Background: an optimization exercise with open tools, aiming at small area, a short achievable clock period and few clock cycles. Do not read the settings as production practice.
RTL that was checked went through simulation tests only; none was proved equivalent to the original.
Power figures rest on the tool's default switching activity, not on a simulated workload.

==> run a: inputs <==
## cpu
module cpu (
        input clk, rstn,
        output [31:0] imem_addr,
        input  [31:0] imem_rdata,
        output [31:0] dmem_addr,
        output [31:0] dmem_wdata,
        output        dmem_we,
        input  [31:0] dmem_rdata
    );
    reg [31:0] pc;
    reg        d_v;
    reg [31:0] d_ir, d_pc;
    reg [31:0] e_a, e_b, e_c;
    reg [4:0]  e_rd;
    reg        e_wr, e_ld, e_st, e_jalr, e_pred;
    reg        e_beq, e_blt, e_bltu;
    reg        e_selc, e_fa, e_fb, e_sub, e_left, e_arith;
    reg        e_rsum, e_rand, e_ror, e_rxor, e_rsh, e_rc;
    reg        m_we, m_wr, m_ld;
    reg [4:0]  m_rd;
    reg [31:0] m_y, m_sd;
    reg [31:0] rf [1:31];
    assign dmem_addr  = m_y;
    assign dmem_wdata = m_sd;
    assign dmem_we    = m_we;
    wire [31:0] w_data = m_ld ? dmem_rdata : m_y;
    always @(posedge clk)
        if (m_wr) rf[m_rd] <= w_data;
    wire [4:0] op  = d_ir[6:2];
    wire [2:0] f3  = d_ir[14:12];
    wire [4:0] rs1 = d_ir[19:15];
    wire [4:0] rs2 = d_ir[24:20];
    wire [4:0] rd  = d_ir[11:7];
    wire is_r    = op == 5'b01100;
    wire is_i    = op == 5'b00100;
    wire is_ld   = op == 5'b00000;
    wire is_st   = op == 5'b01000;
    wire is_br   = op == 5'b11000;
    wire is_lui  = op == 5'b01101;
    wire is_aui  = op == 5'b00101;
    wire is_jal  = op == 5'b11011;
    wire is_jalr = op == 5'b11001;
    wire use1 = is_r | is_i | is_ld | is_st | is_br | is_jalr;
    wire use2 = is_r | is_st | is_br;
    wire wr   = (is_r | is_i | is_ld | is_lui | is_aui | is_jal | is_jalr) & (rd != 5'd0);
    wire [31:0] imm_i = {{20{d_ir[31]}}, d_ir[31:20]};
    wire [31:0] imm_s = {{20{d_ir[31]}}, d_ir[31:25], d_ir[11:7]};
    wire [31:0] imm_b = {{20{d_ir[31]}}, d_ir[7], d_ir[30:25], d_ir[11:8], 1'b0};
    wire [31:0] imm_u = {d_ir[31:12], 12'b0};
    wire [31:0] imm_j = {{12{d_ir[31]}}, d_ir[19:12], d_ir[20], d_ir[30:21], 1'b0};
    wire [31:0] pc_off = is_jal ? imm_j : is_br ? imm_b : imm_u;
    wire [31:0] pcimm  = d_pc + pc_off;
    wire [31:0] link   = d_pc + 32'd4;
    wire        pred   = is_br & d_ir[31];
  ...
export LEC_CHECK = 0
export CAP_MARGIN = 20
export CORE_MARGIN = 2
export CORE_UTILIZATION = 40
export PLACE_DENSITY = 0.6
export SLEW_MARGIN = 20
create_clock -name core_clock -period 10.0 [get_ports {clk}]
run.sh (not shown) runs the stock make flow with config.mk's settings and CLKGATE_MAP_FILE= SYNTH_SCRIPT=/design/flow/synth_recipe.tcl, a recipe that flattens the netlist after the stock synthesis.
==> run b: changes against run a <==
==> flow/design.v (replaced) <==
module cpu (
        input clk, rstn,
        output [31:0] imem_addr,
        input  [31:0] imem_rdata,
        output [31:0] dmem_addr,
        output [31:0] dmem_wdata,
        output        dmem_we,
        input  [31:0] dmem_rdata
    );
    reg [31:0] pc;
    reg        d_v;
    reg [31:0] d_ir, d_pc;
    reg        d_jal, d_br;    
    reg        d_bt;           
    reg        bt_v;
    reg [11:2] bt_tag, bt_tgt;
    reg [31:0] e_a, e_b, e_c;
    reg [4:0]  e_rd;
    reg        e_kill;      
    reg        e_wr, e_ld, e_st, e_jalr, e_pred;
    reg        e_beq, e_blt, e_bltu;
    reg        e_fa, e_fb, e_fc, e_sub, e_left, e_arith;
    reg        e_rsum, e_rand, e_ror, e_rxor, e_rsh, e_rc;
    reg [4:0]  e_shamt;
    reg        m_we, m_wr, m_ld;
    reg [4:0]  m_rd;
    reg [31:0] m_y, m_sd;
    reg [31:0] rf [1:31];
    function [32:0] add32(input [31:0] a, input [31:0] b, input ci);
        reg [31:0] g, p, t;
        integer i, d;
        begin
            t = a ^ b;
            g = a & b;
            p = t;
            g[0] = g[0] | (p[0] & ci);
            for (d = 1; d < 32; d = d * 2)
                for (i = 31; i >= d; i = i - 1) begin
                    g[i] = g[i] | (p[i] & g[i-d]);
                    p[i] = p[i] & p[i-d];
                end
            add32 = {g[31], t ^ {g[30:0], ci}};
        end
    endfunction
    assign dmem_addr  = m_y;
    assign dmem_wdata = m_sd;
    assign dmem_we    = m_we;
    wire [31:0] w_data = m_ld ? dmem_rdata : m_y;
    always @(posedge clk)
        if (m_wr) rf[m_rd] <= w_data;
    wire [4:0] op  = d_ir[6:2];
    wire [2:0] f3  = d_ir[14:12];
    wire [4:0] rs1 = d_ir[19:15];
    wire [4:0] rs2 = d_ir[24:20];
    wire [4:0] rd  = d_ir[11:7];
    wire is_r    = op == 5'b01100;
    wire is_i    = op == 5'b00100;
    wire is_ld   = op == 5'b00000;
    wire is_st   = op == 5'b01000;
    wire is_br   = op == 5'b11000;
    wire is_lui  = op == 5'b01101;
    wire is_aui  = op == 5'b00101;
    wire is_jal  = op == 5'b11011;
    wire is_jalr = op == 5'b11001;
    wire use1 = is_r | is_i | is_ld | is_st | is_br | is_jalr;
    wire use2 = is_r | is_st | is_br;
    wire wr   = (is_r | is_i | is_ld | is_lui | is_aui | is_jal | is_jalr) & (rd != 5'd0);
    wire [31:0] imm_i = {{20{d_ir[31]}}, d_ir[31:20]};
    wire [31:0] imm_s = {{20{d_ir[31]}}, d_ir[31:25], d_ir[11:7]};
    wire [31:0] imm_b = {{20{d_ir[31]}}, d_ir[7], d_ir[30:25], d_ir[11:8], 1'b0};
    wire [31:0] imm_u = {d_ir[31:12], 12'b0};
    wire [31:0] imm_j = {{12{d_ir[31]}}, d_ir[19:12], d_ir[20], d_ir[30:21], 1'b0};
    wire [31:0] pc_off = d_jal ? imm_j : d_br ? imm_b : imm_u;
    wire [31:0] pcimm  = add32(d_pc, pc_off, 1'b0);
    wire [31:0] link   = pc;
    wire [11:2] seq_lo = d_pc[11:2] + 10'd1;
    wire [12:0] lo_sum = {1'b0, d_pc[11:0]} + {1'b0, imm_b[11:0]};
    wire        bt_ok  = lo_sum[12] & (d_pc[11:2] != 10'h3ff);
    wire        pred   = is_br & d_ir[31];
    reg [31:0] rf1, rf2;
    integer i;
    always @(*) begin
        rf1 = 32'd0;
        rf2 = 32'd0;
        for (i = 1; i < 32; i = i + 1) begin
            rf1 = rf1 | ({32{rs1 == i}} & rf[i]);
            rf2 = rf2 | ({32{rs2 == i}} & rf[i]);
        end
    end
    wire [31:0] r1 = (m_wr && m_rd == rs1) ? w_data : rf1;
    wire [31:0] r2 = (m_wr && m_rd == rs2) ? w_data : rf2;
    wire stall = d_v & e_ld & ~e_kill & ((use1 && e_rd == rs1) || (use2 && e_rd == rs2));
    wire [31:0] a_f = e_fa ? m_y : e_a;
    wire [31:0] b_f = e_fb ? (m_y ^ {32{e_sub}}) : e_b;    
    wire [31:0] c_f = e_fc ? m_y : e_c;                     
    wire [31:0] sum   = add32(a_f, b_f, e_sub);
    wire [32:0] d_ab = add32(e_a, ~e_c, 1'b1);
    wire [32:0] d_yb = add32(m_y, ~e_c, 1'b1);
    wire [32:0] d_ay = add32(e_a, ~m_y, 1'b1);
    wire eq_ab = e_a == e_c, eq_yb = m_y == e_c, eq_ay = e_a == m_y;
    wire lu_ab = ~d_ab[32], lu_yb = ~d_yb[32], lu_ay = ~d_ay[32];
    wire ls_ab = (e_a[31] ^ e_c[31]) ? e_a[31] : lu_ab;
    wire ls_yb = (m_y[31] ^ e_c[31]) ? m_y[31] : lu_yb;
    wire ls_ay = (e_a[31] ^ m_y[31]) ? e_a[31] : lu_ay;
    wire eq  = e_fa ? (e_fc ? 1'b1 : eq_yb) : (e_fc ? eq_ay : eq_ab);
    wire ltu = e_fa ? (e_fc ? 1'b0 : lu_yb) : (e_fc ? lu_ay : lu_ab);
    wire lts = e_fa ? (e_fc ? 1'b0 : ls_yb) : (e_fc ? ls_ay : ls_ab);
    wire taken = (e_beq & eq) | (e_blt & lts) | (e_bltu & ltu);
    function [31:0] rev32(input [31:0] x);
        integer k;
        for (k = 0; k < 32; k = k + 1) rev32[k] = x[31-k];
    endfunction
    wire [31:0] sh_in = e_left ? rev32(a_f) : a_f;
    wire [32:0] sh_x  = {e_arith & a_f[31], sh_in};
    wire [32:0] sh_r  = $signed(sh_x) >>> e_shamt;
    wire [31:0] sh    = e_left ? rev32(sh_r[31:0]) : sh_r[31:0];
    wire [31:0] res = ({32{e_rsum}} & sum)
                    | ({32{e_rand}} & (a_f & b_f))
                    | ({32{e_ror}}  & (a_f | b_f))
                    | ({32{e_rxor}} & (a_f ^ b_f))
                    | ({32{e_rsh}}  & sh)
                    | ({32{e_rc}}   & e_c);
    wire        redir_ex  = ~e_kill & (e_jalr | (taken ^ e_pred));
    wire [31:0] target_ex = e_jalr ? sum : e_b;
    wire        redir_id  = d_v & ~stall & (is_jal | (pred & ~d_bt));
    wire        bt_hit    = bt_v & (pc[11:2] == bt_tag);
    assign imem_addr = pc;
    always @(posedge clk) begin
        if (!rstn)
            pc <= 32'd0;
        else if (redir_ex)
            pc <= target_ex;
        else if (redir_id)
            pc <= pcimm;
        else if (!stall)
            pc <= bt_hit ? {pc[31:12], bt_tgt, 2'b00} : pc + 32'd4;
    end
    always @(posedge clk) begin
        if (!rstn || redir_ex || redir_id)
            d_v <= 1'b0;
        else if (!stall)
            d_v <= 1'b1;
        if (!stall) begin
            d_ir <= imem_rdata;
            d_pc <= pc;
            d_jal <= imem_rdata[6:2] == 5'b11011;
            d_bt  <= bt_hit;
            d_br  <= imem_rdata[6:2] == 5'b11000;
        end
    end
    wire bt_wr = d_v & ~stall & pred & bt_ok;
    always @(posedge clk) begin
        if (!rstn)
            bt_v <= 1'b0;
        else if (bt_wr)
            bt_v <= 1'b1;
        if (bt_wr) begin
            bt_tag <= d_pc[11:2];
            bt_tgt <= lo_sum[11:2];
        end
    end
    wire issue = rstn & d_v & ~stall;
    wire e_fwd = e_wr & ~e_ld & ~e_kill;
    wire alt   = d_ir[30];
    always @(posedge clk) begin
        e_kill <= redir_ex;
        e_wr   <= issue & wr;
        e_ld   <= issue & is_ld & (rd != 5'd0);
        e_st   <= issue & is_st;
        e_jalr <= issue & is_jalr;
        e_pred <= issue & pred;
        e_beq  <= issue & is_br & (f3 == 3'b000);
        e_blt  <= issue & is_br & (f3 == 3'b100);
        e_bltu <= issue & is_br & (f3 == 3'b110);
        e_rd    <= rd;
        e_shamt <= rs2;
        e_fa    <= e_fwd & (e_rd == rs1);
        e_fb    <= e_fwd & (e_rd == rs2) & is_r;
        e_fc    <= e_fwd & (e_rd == rs2) & (is_st | is_br);
        e_sub   <= is_r & f3 == 3'b000 & alt;
        e_left  <= f3 == 3'b001;
        e_arith <= alt;
        e_rsum  <= is_ld | is_st | ((is_r | is_i) & f3 == 3'b000);
        e_rand  <= is_r & f3 == 3'b111;
        e_ror   <= is_r & f3 == 3'b110;
        e_rxor  <= is_r & f3 == 3'b100;
        e_rsh   <= is_i & (f3 == 3'b001 || f3 == 3'b101);
        e_rc    <= is_lui | is_aui | is_jal | is_jalr;
        e_a <= r1;
        e_b <= is_r ? (r2 ^ {32{alt}}) : is_st ? imm_s : is_br ? (pred ? (d_bt ? {d_pc[31:12], seq_lo, 2'b00} : link) : pcimm) : imm_i;
        e_c <= (is_st | is_br) ? r2 :
               is_lui ? imm_u :
               (is_jal | is_jalr) ? link : pcimm;
    end
    always @(posedge clk) begin
        m_we <= rstn & e_st & ~e_kill;
        m_wr <= rstn & e_wr & ~e_kill;
        m_ld <= e_ld;
        m_rd <= e_rd;
        m_y  <= res;
        m_sd <= c_f;
    end
endmodule
==> flow/flow/run.sh (new file) <==
#!/bin/bash
# The standard layout with a deeper setup repair target (repair_timing
# -setup_margin 7) and buf_4 port buffers; make's output goes to flow_std.log.
set -euo pipefail
sed -e "s/SETUP_SLACK_MARGIN=[-0-9.]*/SETUP_SLACK_MARGIN=7/" standard.sh > flow_std.sh
bash flow_std.sh "BUFFER_PORTS_ARGS=-buffer_cell sky130_fd_sc_hd__buf_4" finish > flow_std.log 2>&1
==> flow/standard.sh (new file) <==
#!/bin/bash
# synth_recipe.tcl (not shown) runs the flow's synth.tcl, then flattens the netlist and writes it again
# the make line also repeats each setting of config.mk as NAME=value (left out here)
make -C /OpenROAD-flow-scripts/flow DESIGN_CONFIG=/design/flow/config.mk WORK_HOME=/design/flow/orfs CLKGATE_MAP_FILE= SYNTH_SCRIPT=/design/flow/synth_recipe.tcl "${@:-finish}"
SETUP_SLACK_MARGIN = 5   (was unset)
TNS_END_PERCENT = 0   (was unset)
removed: flow/run.sh
==> run c: changes against run a <==
--- a/flow/design.v
+++ b/flow/design.v
@@ -10,16 +10,17 @@
     reg [31:0] pc;
     reg        d_v;
     reg [31:0] d_ir, d_pc;
     reg [31:0] e_a, e_b, e_c;
     reg [4:0]  e_rd;
     reg        e_wr, e_ld, e_st, e_jalr, e_pred;
     reg        e_beq, e_blt, e_bltu;
-    reg        e_selc, e_fa, e_fb, e_sub, e_left, e_arith;
+    reg        e_fa, e_fb, e_fc, e_sub, e_left, e_arith;
     reg        e_rsum, e_rand, e_ror, e_rxor, e_rsh, e_rc;
+    reg [4:0]  e_shamt;
     reg        m_we, m_wr, m_ld;
     reg [4:0]  m_rd;
     reg [31:0] m_y, m_sd;
     reg [31:0] rf [1:31];
     assign dmem_addr  = m_y;
     assign dmem_wdata = m_sd;
     assign dmem_we    = m_we;
@@ -46,44 +47,62 @@
     wire [31:0] imm_i = {{20{d_ir[31]}}, d_ir[31:20]};
     wire [31:0] imm_s = {{20{d_ir[31]}}, d_ir[31:25], d_ir[11:7]};
     wire [31:0] imm_b = {{20{d_ir[31]}}, d_ir[7], d_ir[30:25], d_ir[11:8], 1'b0};
     wire [31:0] imm_u = {d_ir[31:12], 12'b0};
     wire [31:0] imm_j = {{12{d_ir[31]}}, d_ir[19:12], d_ir[20], d_ir[30:21], 1'b0};
     wire [31:0] pc_off = is_jal ? imm_j : is_br ? imm_b : imm_u;
     wire [31:0] pcimm  = d_pc + pc_off;
-    wire [31:0] link   = d_pc + 32'd4;
+    wire [31:0] link   = pc;
     wire        pred   = is_br & d_ir[31];
-    wire [31:0] r1 = (m_wr && m_rd == rs1) ? w_data : (rs1 == 5'd0) ? 32'd0 : rf[rs1];
-    wire [31:0] r2 = (m_wr && m_rd == rs2) ? w_data : (rs2 == 5'd0) ? 32'd0 : rf[rs2];
+    reg [31:0] rf1, rf2;
+    integer i;
+    always @(*) begin
+        rf1 = 32'd0;
+        rf2 = 32'd0;
+        for (i = 1; i < 32; i = i + 1) begin
+            rf1 = rf1 | ({32{rs1 == i}} & rf[i]);
+            rf2 = rf2 | ({32{rs2 == i}} & rf[i]);
+        end
+    end
+    wire [31:0] r1 = (m_wr && m_rd == rs1) ? w_data : rf1;
+    wire [31:0] r2 = (m_wr && m_rd == rs2) ? w_data : rf2;
     wire stall = d_v & e_ld & ((use1 && e_rd == rs1) || (use2 && e_rd == rs2));
     wire [31:0] a_f = e_fa ? m_y : e_a;
-    wire [31:0] b_f = e_fb ? m_y : e_b;
-    wire [31:0] in2 = e_selc ? e_c : b_f;
-    wire [32:0] sum33 = {1'b0, a_f} + {1'b0, in2 ^ {32{e_sub}}} + {32'd0, e_sub};
-    wire [31:0] sum   = sum33[31:0];
-    wire        ltu   = ~sum33[32];
-    wire        lts   = (a_f[31] ^ b_f[31]) ? a_f[31] : ltu;
-    wire        eq    = a_f == b_f;
-    wire        taken = (e_beq & eq) | (e_blt & lts) | (e_bltu & ltu);
+    wire [31:0] b_f = e_fb ? (m_y ^ {32{e_sub}}) : e_b;    
+    wire [31:0] c_f = e_fc ? m_y : e_c;                     
+    wire [32:0] sum33 = {a_f, 1'b1} + {b_f, e_sub};
+    wire [31:0] sum   = sum33[32:1];
+    wire [32:0] d_ab = {1'b0, e_a} - {1'b0, e_c};
+    wire [32:0] d_yb = {1'b0, m_y} - {1'b0, e_c};
+    wire [32:0] d_ay = {1'b0, e_a} - {1'b0, m_y};
+    wire eq_ab = e_a == e_c, eq_yb = m_y == e_c, eq_ay = e_a == m_y;
+    wire lu_ab = d_ab[32], lu_yb = d_yb[32], lu_ay = d_ay[32];
+    wire ls_ab = (e_a[31] ^ e_c[31]) ? e_a[31] : lu_ab;
+    wire ls_yb = (m_y[31] ^ e_c[31]) ? m_y[31] : lu_yb;
+    wire ls_ay = (e_a[31] ^ m_y[31]) ? e_a[31] : lu_ay;
+    wire eq  = e_fa ? (e_fc ? 1'b1 : eq_yb) : (e_fc ? eq_ay : eq_ab);
+    wire ltu = e_fa ? (e_fc ? 1'b0 : lu_yb) : (e_fc ? lu_ay : lu_ab);
+    wire lts = e_fa ? (e_fc ? 1'b0 : ls_yb) : (e_fc ? ls_ay : ls_ab);
+    wire taken = (e_beq & eq) | (e_blt & lts) | (e_bltu & ltu);
     function [31:0] rev32(input [31:0] x);
         integer k;
         for (k = 0; k < 32; k = k + 1) rev32[k] = x[31-k];
     endfunction
     wire [31:0] sh_in = e_left ? rev32(a_f) : a_f;
     wire [32:0] sh_x  = {e_arith & a_f[31], sh_in};
-    wire [32:0] sh_r  = $signed(sh_x) >>> e_b[4:0];
+    wire [32:0] sh_r  = $signed(sh_x) >>> e_shamt;
     wire [31:0] sh    = e_left ? rev32(sh_r[31:0]) : sh_r[31:0];
     wire [31:0] res = ({32{e_rsum}} & sum)
                     | ({32{e_rand}} & (a_f & b_f))
                     | ({32{e_ror}}  & (a_f | b_f))
                     | ({32{e_rxor}} & (a_f ^ b_f))
                     | ({32{e_rsh}}  & sh)
                     | ({32{e_rc}}   & e_c);
     wire        redir_ex  = e_jalr | (taken ^ e_pred);
-    wire [31:0] target_ex = e_jalr ? sum : e_c;
+    wire [31:0] target_ex = e_jalr ? sum : e_b;
     wire        redir_id  = d_v & ~stall & (is_jal | pred);
     assign imem_addr = pc;
     always @(posedge clk) begin
         if (!rstn)
             pc <= 32'd0;
         else if (redir_ex)
             pc <= target_ex;
@@ -110,34 +129,35 @@
         e_st   <= issue & is_st;
         e_jalr <= issue & is_jalr;
         e_pred <= issue & pred;
         e_beq  <= issue & is_br & (f3 == 3'b000);
         e_blt  <= issue & is_br & (f3 == 3'b100);
         e_bltu <= issue & is_br & (f3 == 3'b110);
         e_rd    <= rd;
+        e_shamt <= rs2;
         e_fa    <= e_wr & ~e_ld & (e_rd == rs1);
-        e_fb    <= e_wr & ~e_ld & (e_rd == rs2) & use2;
-        e_selc  <= is_st;
-        e_sub   <= is_br | (is_r & f3 == 3'b000 & alt);
+        e_fb    <= e_wr & ~e_ld & (e_rd == rs2) & is_r;
+        e_fc    <= e_wr & ~e_ld & (e_rd == rs2) & (is_st | is_br);
+        e_sub   <= is_r & f3 == 3'b000 & alt;
         e_left  <= f3 == 3'b001;
         e_arith <= alt;
         e_rsum  <= is_ld | is_st | ((is_r | is_i) & f3 == 3'b000);
         e_rand  <= is_r & f3 == 3'b111;
         e_ror   <= is_r & f3 == 3'b110;
         e_rxor  <= is_r & f3 == 3'b100;
         e_rsh   <= is_i & (f3 == 3'b001 || f3 == 3'b101);
         e_rc    <= is_lui | is_aui | is_jal | is_jalr;
         e_a <= r1;
-        e_b <= use2 ? r2 : imm_i;
-        e_c <= is_st  ? imm_s :
+        e_b <= is_r ? (r2 ^ {32{alt}}) : is_st ? imm_s : is_br ? (pred ? link : pcimm) : imm_i;
+        e_c <= (is_st | is_br) ? r2 :
                is_lui ? imm_u :
-               (is_jal | is_jalr | pred) ? link : pcimm;
+               (is_jal | is_jalr) ? link : pcimm;
     end
     always @(posedge clk) begin
         m_we <= rstn & e_st;
         m_wr <= rstn & e_wr;
         m_ld <= e_ld;
         m_rd <= e_rd;
         m_y  <= res;
-        m_sd <= b_f;
+        m_sd <= c_f;
     end
 endmodule
==> flow/flow/run.sh (new file) <==
#!/bin/bash
# The standard layout, with a deeper setup repair target (repair_timing -setup_margin).
set -euo pipefail
sed -e "s/SETUP_SLACK_MARGIN=[-0-9.]*/SETUP_SLACK_MARGIN=7/" standard.sh > flow_std.sh
bash flow_std.sh > flow_std.log 2>&1
==> flow/standard.sh (new file) <==
#!/bin/bash
# synth_recipe.tcl (not shown) runs the flow's synth.tcl, then flattens the netlist and writes it again
# the make line also repeats each setting of config.mk as NAME=value (left out here)
make -C /OpenROAD-flow-scripts/flow DESIGN_CONFIG=/design/flow/config.mk WORK_HOME=/design/flow/orfs CLKGATE_MAP_FILE= SYNTH_SCRIPT=/design/flow/synth_recipe.tcl "${@:-finish}"
SETUP_SLACK_MARGIN = 5   (was unset)
removed: flow/run.sh
==> summary of the runs <==
Of run a and run c, run a has the higher critical path depth (gap 1).
The highest combinational power belongs to run c, the lowest to run a.
Of run c and run a, run c has the higher worst setup slack (gap 1.4 ns).
In clock-buffer cell count, run a and run c do not differ.
Non-clock buffer count: run c is higher than run a (559).
Run b ran to the end with no violations. Run a ran to the end with no violations. Run c passed the timing, design-rule and antenna checks.
In run a the routed wire length is lower than in run c, by 36%.
Area after synthesis: run a is larger than run b (about 1%).
Sequential share of layout area, lowest first: run c, run b, run a.
Against run c, the global-route usage of run a is lower by 15 points.
Testbench counts of run b, summed over its fixed seeds: cycles 189,519.
No functional check of the RTL was part of run a and run c.

[port drivers added, routing unchanged]
In the flow no input, the clock included, has a driving cell. The finished layouts below were timed again as built, in two steps.
Step 1 sets driving cells, clkbuf_16 on the clock port and buf_2 on the other inputs (assumed; they add their load-dependent delay and slew).
Step 2 adds t to the input delays and takes it off the output delays; t is the mean of the earliest and latest rising clock arrival at the registers after step 1. Input paths then give back, and output paths get back, about the clock's delay inside the block.
Slacks: ideal ports / drivers / drivers and shift; pairs: ideal ports / drivers.
run	t (ns)	setup slack, ns	slew at the worst register clock pin (ns)
run a	0.849	4.382 / 4.382 / 4.382	0.07 / 0.07
run b	0.898	6.141 / 6.141 / 5.512	0.07 / 0.07
run c	0.883	5.820 / 5.820 / 5.820	0.07 / 0.07
After both steps every run listed still meets setup and hold. For run b, which loses most, drivers alone change the setup slack by 0.000 ns; drivers and shift together by -0.629 ns.
